This is an optimization exercise on Yosys and OpenROAD, whose aim is small area and a short achievable clock period, not a production implementation. The RTL was checked by simulation tests, not by an equivalence proof against the original design. No activity file was given, so power comes from the tool's default toggle rates.

==> exp/lagoon <==
==> flow/design.v <==
module bcd_adder100_reg (
    input          clk,
    input  [399:0] a,
    input  [399:0] b,
    input          cin,
    output reg [399:0] sum,
    output reg         cout
);
    reg  [399:0] a_r, b_r;
    reg          cin_r;
    wire [399:0] sum_w;
    wire         cout_w;
    top_module adder (
        .a(a_r),
        .b(b_r),
        .cin(cin_r),
        .cout(cout_w),
        .sum(sum_w)
    );
    always @(posedge clk) begin
        a_r   <= a;
        b_r   <= b;
        cin_r <= cin;
        sum   <= sum_w;
        cout  <= cout_w;
    end
endmodule

module top_module(
    input [399:0] a, b,
    input cin,
    output cout,
    output [399:0] sum );
    wire [100:0] c;
    assign c[0] = cin;
    genvar i;
    generate
        for (i = 0; i < 100; i = i + 1) begin : dig
            bcd_digit #(.SLOW(i % 8 == 4)) d (
                .x(a[4*i+3:4*i]),
                .y(b[4*i+3:4*i]),
                .ci(c[i]),
                .co(c[i+1]),
                .s(sum[4*i+3:4*i])
            );
        end
    endgenerate
    assign cout = c[100];
endmodule
module bcd_digit #(parameter SLOW = 0) (
    input [3:0] x, y,
    input ci,
    output co,
    output [3:0] s );
    wire k0 = (x[0] & y[0]) | (ci & (x[0] ^ y[0]));
    wire n0 = x[1] ^ y[1];
    wire h1 = x[1] & y[1];
    wire n1 = x[2] ^ y[2] ^ h1;
    wire h2 = (x[2] & y[2]) | (h1 & (x[2] ^ y[2]));
    wire n2 = x[3] ^ y[3] ^ h2;
    wire n3 = (x[3] & y[3]) | (h2 & (x[3] ^ y[3]));
    generate
        if (SLOW) begin : slow
            assign co = n3 | (n2 & (n1 | n0 | k0));
        end else begin : fast
            wire u  = (x[0] & y[0]) | n1 | n0;
            wire G  = n3 | (n2 & u);
            wire P  = n2 & (x[0] | y[0]);
            assign co = G | (P & ci);
        end
    endgenerate
    wire q1 = (n0 & k0) | (co & (n0 ^ k0));
    wire q2 = (n1 & co) | (q1 & (n1 ^ co));
    assign s[0] = x[0] ^ y[0] ^ ci;
    assign s[1] = n0 ^ k0 ^ co;
    assign s[2] = n1 ^ co ^ q1;
    assign s[3] = n2 ^ q2;
endmodule
==> flow/flow/run.sh <==
#!/bin/bash
# Standard synthesis (for the register names), then the adder logic between
# the registers is replaced by the hand-mapped netlist from flow/gen.py, and
# the standard layout runs on it with smaller port buffers and a leaner
# clock tree.
set -euo pipefail
R=orfs/results/sky130hd/bcd_adder100_reg/base
bash standard.sh synth > synth.log 2>&1
cp $R/1_2_yosys.v std_1_2_yosys.v
python3 flow/gen.py $R/1_2_yosys.v > gen.log 2>&1
rm -f $R/1_synth.odb $R/1_synth.sdc
bash standard.sh \
  "BUFFER_PORTS_ARGS=-buffer_cell sky130_fd_sc_hd__buf_1" \
  "CTS_ARGS=-sink_clustering_enable -repair_clock_nets -buf_list sky130_fd_sc_hd__clkbuf_8 -dont_use_dummy_load -sink_clustering_size 16 -sink_clustering_max_diameter 100" \
  finish > finish.log 2>&1
==> flow/flow/gen.py <==
#!/usr/bin/env python3
"""Generate a hand-mapped sky130hd gate-level netlist of bcd_adder100_reg.

Registers are named as the standard Yosys synthesis names them
(\\a_r[i]$_DFF_P_ ...), all sky130_fd_sc_hd__dfxtp_1.  The adder between them is
a ripple of 100 digit cells with a one-level (nand-nand) digit carry chain.
"""
import sys

N = 100
# digits whose carry goes through k0 (smaller, slower)
SLOW = set(range(4, 100, 8))
P = 'sky130_fd_sc_hd__'
lines = []
wires = set()
cnt = {}

def w(n):
    wires.add(n)
    return n

def cell(typ, name, **pins):
    cnt[typ] = cnt.get(typ, 0) + 1
    ps = ', '.join('.%s(%s)' % (k, v) for k, v in pins.items())
    lines.append('  %s%s i_%s (%s);' % (P, typ, name, ps))

def esc(n):
    return '\\' + n + ' '

def digit(i, c, co):
    a = ['a_r[%d]' % (4 * i + j) for j in range(4)]
    b = ['b_r[%d]' % (4 * i + j) for j in range(4)]
    s = ['sw[%d]' % (4 * i + j) for j in range(4)]
    p = 'd%d_' % i
    n0, h1, n1, h2, n2, n3 = [w(p + t) for t in ('n0', 'h1', 'n1', 'h2', 'n2', 'n3')]
    k0 = w(p + 'k0')
    # bit 0 with the carry in: s0 and k0, the carry into bit 1
    cell('fa_1', p + 'fa0', A=a[0], B=b[0], CIN=c, SUM=s[0], COUT=k0)
    # n = x[3:1] + y[3:1]
    cell('ha_1', p + 'ha1', A=a[1], B=b[1], SUM=n0, COUT=h1)
    cell('fa_1', p + 'fa2', A=a[2], B=b[2], CIN=h1, SUM=n1, COUT=h2)
    cell('fa_1', p + 'fa3', A=a[3], B=b[3], CIN=h2, SUM=n2, COUT=n3)
    if i in SLOW:
        # two-level carry through k0: co = n3 | n2&(n1|n0|k0)
        y, ng, pk = [w(p + t) for t in ('y', 'ng', 'pk')]
        cell('o21ai_0', p + 'y', A1=n1, A2=n0, B1=n2, Y=y)
        cell('nor2b_1', p + 'ng', A=n3, B_N=y, Y=ng)
        cell('nand2_1', p + 'pk', A=n2, B=k0, Y=pk)
        cell('nand2_1', p + 'co', A=ng, B=pk, Y=co)
    else:
        # digit generate G = n3 | n2&(n1|n0|a0&b0), kept inverted; with
        # P' = n2 & (a0|b0) the carry is co = G | P'&c (P' may overlap G)
        u, ng, t, pc = [w(p + t) for t in ('u', 'ng', 't', 'pc')]
        cell('a211o_1', p + 'u', A1=a[0], A2=b[0], B1=n1, C1=n0, X=u)
        cell('a21oi_1', p + 'ng', A1=n2, A2=u, B1=n3, Y=ng)
        cell('o21ai_0', p + 't', A1=a[0], A2=b[0], B1=n2, Y=t)
        # carry: co = ~(ng & ~(P' & c)) = nand(ng, t | ~c)
        cell('nand2b_1', p + 'pc', A_N=t, B=c, Y=pc)
        cell('nand2_1', p + 'co', A=ng, B=pc, Y=co)
    # upper three sum bits: n + k0 + 3*co (mod 8)
    q1, q2 = w(p + 'q1'), w(p + 'q2')
    cell('fa_1', p + 'fs1', A=n0, B=k0, CIN=co, SUM=s[1], COUT=q1)
    cell('fa_1', p + 'fs2', A=n1, B=co, CIN=q1, SUM=s[2], COUT=q2)
    cell('xor2_1', p + 's3', A=n2, B=q2, X=s[3])

def main():
    out = sys.argv[1]
    for i in range(N):
        c = 'cin_r' if i == 0 else w('c%d' % i)
        co = 'cw' if i == N - 1 else w('c%d' % (i + 1))
        digit(i, c, co)
    ff = []
    for k in range(400):
        ff.append('  %sdfxtp_1 %s (.CLK(clk), .D(a[%d]), .Q(a_r[%d]));' % (P, esc('a_r[%d]$_DFF_P_' % k), k, k))
    for k in range(400):
        ff.append('  %sdfxtp_1 %s (.CLK(clk), .D(b[%d]), .Q(b_r[%d]));' % (P, esc('b_r[%d]$_DFF_P_' % k), k, k))
    ff.append('  %sdfxtp_1 %s (.CLK(clk), .D(cin), .Q(cin_r));' % (P, esc('cin_r$_DFF_P_')))
    for k in range(400):
        ff.append('  %sdfxtp_1 %s (.CLK(clk), .D(sw[%d]), .Q(sum[%d]));' % (P, esc('sum[%d]$_DFF_P_' % k), k, k))
    ff.append('  %sdfxtp_1 %s (.CLK(clk), .D(cw), .Q(cout));' % (P, esc('cout$_DFF_P_')))
    with open(out, 'w') as f:
        f.write('module bcd_adder100_reg(clk, a, b, cin, sum, cout);\n')
        f.write('  input clk;\n  input [399:0] a;\n  input [399:0] b;\n  input cin;\n'
                '  output [399:0] sum;\n  output cout;\n')
        f.write('  wire [399:0] a_r;\n  wire [399:0] b_r;\n  wire [399:0] sw;\n  wire cin_r;\n  wire cw;\n')
        for n in sorted(wires):
            f.write('  wire %s;\n' % n)
        f.write('\n'.join(ff) + '\n')
        f.write('\n'.join(lines) + '\n')
        f.write('endmodule\n')
    sys.stderr.write(repr(cnt) + '\n')

main()
==> flow/standard.sh <==
#!/bin/bash
# synth_recipe.tcl (not shown) runs the flow's synth.tcl, then flattens the netlist and writes it again
# the make line also repeats each setting of config.mk as NAME=value (left out here)
make -C /OpenROAD-flow-scripts/flow DESIGN_CONFIG=/design/flow/config.mk WORK_HOME=/design/flow/orfs CLKGATE_MAP_FILE= SYNTH_SCRIPT=/design/flow/synth_recipe.tcl "${@:-finish}"
==> flow/config.mk <==
export PLATFORM = sky130hd
export DESIGN_NAME = bcd_adder100_reg
export DESIGN_NICKNAME = bcd_adder100_reg
export VERILOG_FILES = /design/flow/design.v
export SDC_FILE = /design/flow/constraint.sdc
export NUM_CORES = 4
export LEC_CHECK = 0
export ABC_AREA = 1
export CAP_MARGIN = 20
export CORE_AREA = 5 5 415 415
export CTS_BUF_LIST = sky130_fd_sc_hd__clkbuf_8
export DIE_AREA = 0 0 420 420
export SLEW_MARGIN = 20
==> flow/constraint.sdc <==
create_clock -name core_clock -period 200.0 [get_ports {clk}]
set_input_delay 40.0000 -clock core_clock [delete_from_list [all_inputs] [get_ports {clk}]]
set_output_delay 40.0000 -clock core_clock [all_outputs]
set_load 0.01 [all_outputs]
==> exp/umber: changes against exp/lagoon <==
==> flow/design.v, changed modules only <==
module top_module(
    input [399:0] a, b,
    input cin,
    output cout,
    output [399:0] sum );
    wire [100:0] c;
    assign c[0] = cin;
    genvar i;
    generate
        for (i = 0; i < 100; i = i + 1) begin : dig
            bcd_digit d (
                .x(a[4*i+3:4*i]),
                .y(b[4*i+3:4*i]),
                .ci(c[i]),
                .co(c[i+1]),
                .s(sum[4*i+3:4*i])
            );
        end
    endgenerate
    assign cout = c[100];
endmodule
module bcd_digit(
    input [3:0] x, y,
    input ci,
    output co,
    output [3:0] s );
    wire k0 = (x[0] & y[0]) | (ci & (x[0] ^ y[0]));
    wire n0 = x[1] ^ y[1];
    wire h1 = x[1] & y[1];
    wire n1 = x[2] ^ y[2] ^ h1;
    wire h2 = (x[2] & y[2]) | (h1 & (x[2] ^ y[2]));
    wire n2 = x[3] ^ y[3] ^ h2;
    wire n3 = (x[3] & y[3]) | (h2 & (x[3] ^ y[3]));
    wire u  = (x[0] & y[0]) | n1 | n0;
    wire G  = n3 | (n2 & u);
    wire P  = n2 & (x[0] | y[0]);
    assign co = G | (P & ci);
    wire q1 = (n0 & k0) | (co & (n0 ^ k0));
    wire q2 = (n1 & co) | (q1 & (n1 ^ co));
    assign s[0] = x[0] ^ y[0] ^ ci;
    assign s[1] = n0 ^ k0 ^ co;
    assign s[2] = n1 ^ co ^ q1;
    assign s[3] = n2 ^ q2;
endmodule
--- a/flow/flow/run.sh
+++ b/flow/flow/run.sh
@@ -11,5 +11,5 @@
 rm -f $R/1_synth.odb $R/1_synth.sdc
 bash standard.sh \
   "BUFFER_PORTS_ARGS=-buffer_cell sky130_fd_sc_hd__buf_1" \
-  "CTS_ARGS=-sink_clustering_enable -repair_clock_nets -buf_list sky130_fd_sc_hd__clkbuf_8 -dont_use_dummy_load -sink_clustering_size 16 -sink_clustering_max_diameter 100" \
+  "CTS_ARGS=-sink_clustering_enable -repair_clock_nets -buf_list sky130_fd_sc_hd__clkbuf_16 -dont_use_dummy_load -sink_clustering_size 30 -sink_clustering_max_diameter 100" \
   finish > finish.log 2>&1
--- a/flow/flow/gen.py
+++ b/flow/flow/gen.py
@@ -8,8 +8,6 @@
 import sys
 
 N = 100
-# digits whose carry goes through k0 (smaller, slower)
-SLOW = set(range(4, 100, 8))
 P = 'sky130_fd_sc_hd__'
 lines = []
 wires = set()
@@ -40,23 +38,15 @@
     cell('ha_1', p + 'ha1', A=a[1], B=b[1], SUM=n0, COUT=h1)
     cell('fa_1', p + 'fa2', A=a[2], B=b[2], CIN=h1, SUM=n1, COUT=h2)
     cell('fa_1', p + 'fa3', A=a[3], B=b[3], CIN=h2, SUM=n2, COUT=n3)
-    if i in SLOW:
-        # two-level carry through k0: co = n3 | n2&(n1|n0|k0)
-        y, ng, pk = [w(p + t) for t in ('y', 'ng', 'pk')]
-        cell('o21ai_0', p + 'y', A1=n1, A2=n0, B1=n2, Y=y)
-        cell('nor2b_1', p + 'ng', A=n3, B_N=y, Y=ng)
-        cell('nand2_1', p + 'pk', A=n2, B=k0, Y=pk)
-        cell('nand2_1', p + 'co', A=ng, B=pk, Y=co)
-    else:
-        # digit generate G = n3 | n2&(n1|n0|a0&b0), kept inverted; with
-        # P' = n2 & (a0|b0) the carry is co = G | P'&c (P' may overlap G)
-        u, ng, t, pc = [w(p + t) for t in ('u', 'ng', 't', 'pc')]
-        cell('a211o_1', p + 'u', A1=a[0], A2=b[0], B1=n1, C1=n0, X=u)
-        cell('a21oi_1', p + 'ng', A1=n2, A2=u, B1=n3, Y=ng)
-        cell('o21ai_0', p + 't', A1=a[0], A2=b[0], B1=n2, Y=t)
-        # carry: co = ~(ng & ~(P' & c)) = nand(ng, t | ~c)
-        cell('nand2b_1', p + 'pc', A_N=t, B=c, Y=pc)
-        cell('nand2_1', p + 'co', A=ng, B=pc, Y=co)
+    # digit generate G = n3 | n2&(n1|n0|a0&b0), kept inverted; with
+    # P' = n2 & (a0|b0) the carry is co = G | P'&c (P' may overlap G)
+    u, ng, t, pc = [w(p + t) for t in ('u', 'ng', 't', 'pc')]
+    cell('a211o_1', p + 'u', A1=a[0], A2=b[0], B1=n1, C1=n0, X=u)
+    cell('a21oi_1', p + 'ng', A1=n2, A2=u, B1=n3, Y=ng)
+    cell('o21ai_0', p + 't', A1=a[0], A2=b[0], B1=n2, Y=t)
+    # carry: co = ~(ng & ~(P' & c)) = nand(ng, t | ~c)
+    cell('nand2b_1', p + 'pc', A_N=t, B=c, Y=pc)
+    cell('nand2_1', p + 'co', A=ng, B=pc, Y=co)
     # upper three sum bits: n + k0 + 3*co (mod 8)
     q1, q2 = w(p + 'q1'), w(p + 'q2')
     cell('fa_1', p + 'fs1', A=n0, B=k0, CIN=co, SUM=s[1], COUT=q1)
- CTS_BUF_LIST: sky130_fd_sc_hd__clkbuf_8 -> sky130_fd_sc_hd__clkbuf_16
==> summary of the runs <==
Against exp/umber, the maximum frequency of exp/lagoon is smaller by about 0.53%.
Of exp/lagoon and exp/umber, exp/lagoon has the higher combinational power (gap about 3%, measured against exp/umber).
Global-route usage: exp/lagoon is higher than exp/umber (0.55 points).
Against exp/lagoon, the sequential share of layout area of exp/umber is lower by 0.19 points.
exp/umber ran to the end with no violations. exp/lagoon finished clean.
In exp/lagoon the core utilization is lower than in exp/umber, by 0.11 points.
In exp/lagoon the synthesized area is lower than in exp/umber, by about 0.3%.
Cell count: exp/umber is smaller than exp/lagoon (about 0.37%).
Clock power is about the same in exp/umber and exp/lagoon.
Against exp/umber, the non-clock buffer count of exp/lagoon is lower by 2.
Die area is the same in exp/umber and exp/lagoon.
==> figures <==
	exp/lagoon	exp/umber
Status	timing/DRC/antenna clean	timing/DRC/antenna clean
Initial detailed-routing violation count	1,290	1,333
Register-to-register path setup slack	160,390 ps	166,870 ps
Initial core utilization	23.30%	23.37%
Total via count in the routed design	23,350	23,030
Wire length on met3	11,000 um	10,950 um
Max rail drop VDD	0.008048 mV	0.007683 mV
Fmax	0.02409 GHz	0.02422 GHz
Share of power burned in the clock network	20.1%	20.6%
Seq/total area	50.66%	50.47%
Flop+latch power	0.000303 W	0.000302 W
Number of nets in the layout	5,086	5,062
Number of multi-input combinational cells in the layout	1,188	1,200
Combinational gate power	0.000155 W	0.000151 W
Final GP Congestion	0.9637	0.9317
Clock latency of the later-clocked register in the worst-skew pair	830 ps	680 ps
Reg-to-Reg Start	a_r[1]$_DFF_P_	b_r[1]$_DFF_P_
Final Instance Count excl. Fillers	5,904	5,882
End of the critical path	sum[345]	sum[163]
Data arrival time at the worst-slack endpoint	1510 ps	1280 ps
Logic pwr share	27.0%	26.4%

[what the ideal ports hide]
How much do the figures lean on ideal ports? The routed layouts below were timed once more, with nothing changed but the port constraints.
Step 1, drivers: a clkbuf_16 drives clk and a buf_2 each remaining input, both assumed.
Step 2 moves the port delays by t, midway between the first and last clock arrival at a register: inputs arrive t later, outputs are due t later. That takes back most of the time a late clock gives input paths.
Three values: ideal, step 1, step 2; two values: the first two.
run	shift t [ns]	slack for setup (ns)	hold slack, ns
exp/lagoon	0.854	158.494 / 158.424 / 159.278	0.520 / 0.520 / 0.520
exp/umber	0.711	158.715 / 158.637 / 159.348	0.525 / 0.525 / 0.525
After both steps setup and hold are still met in every run listed.
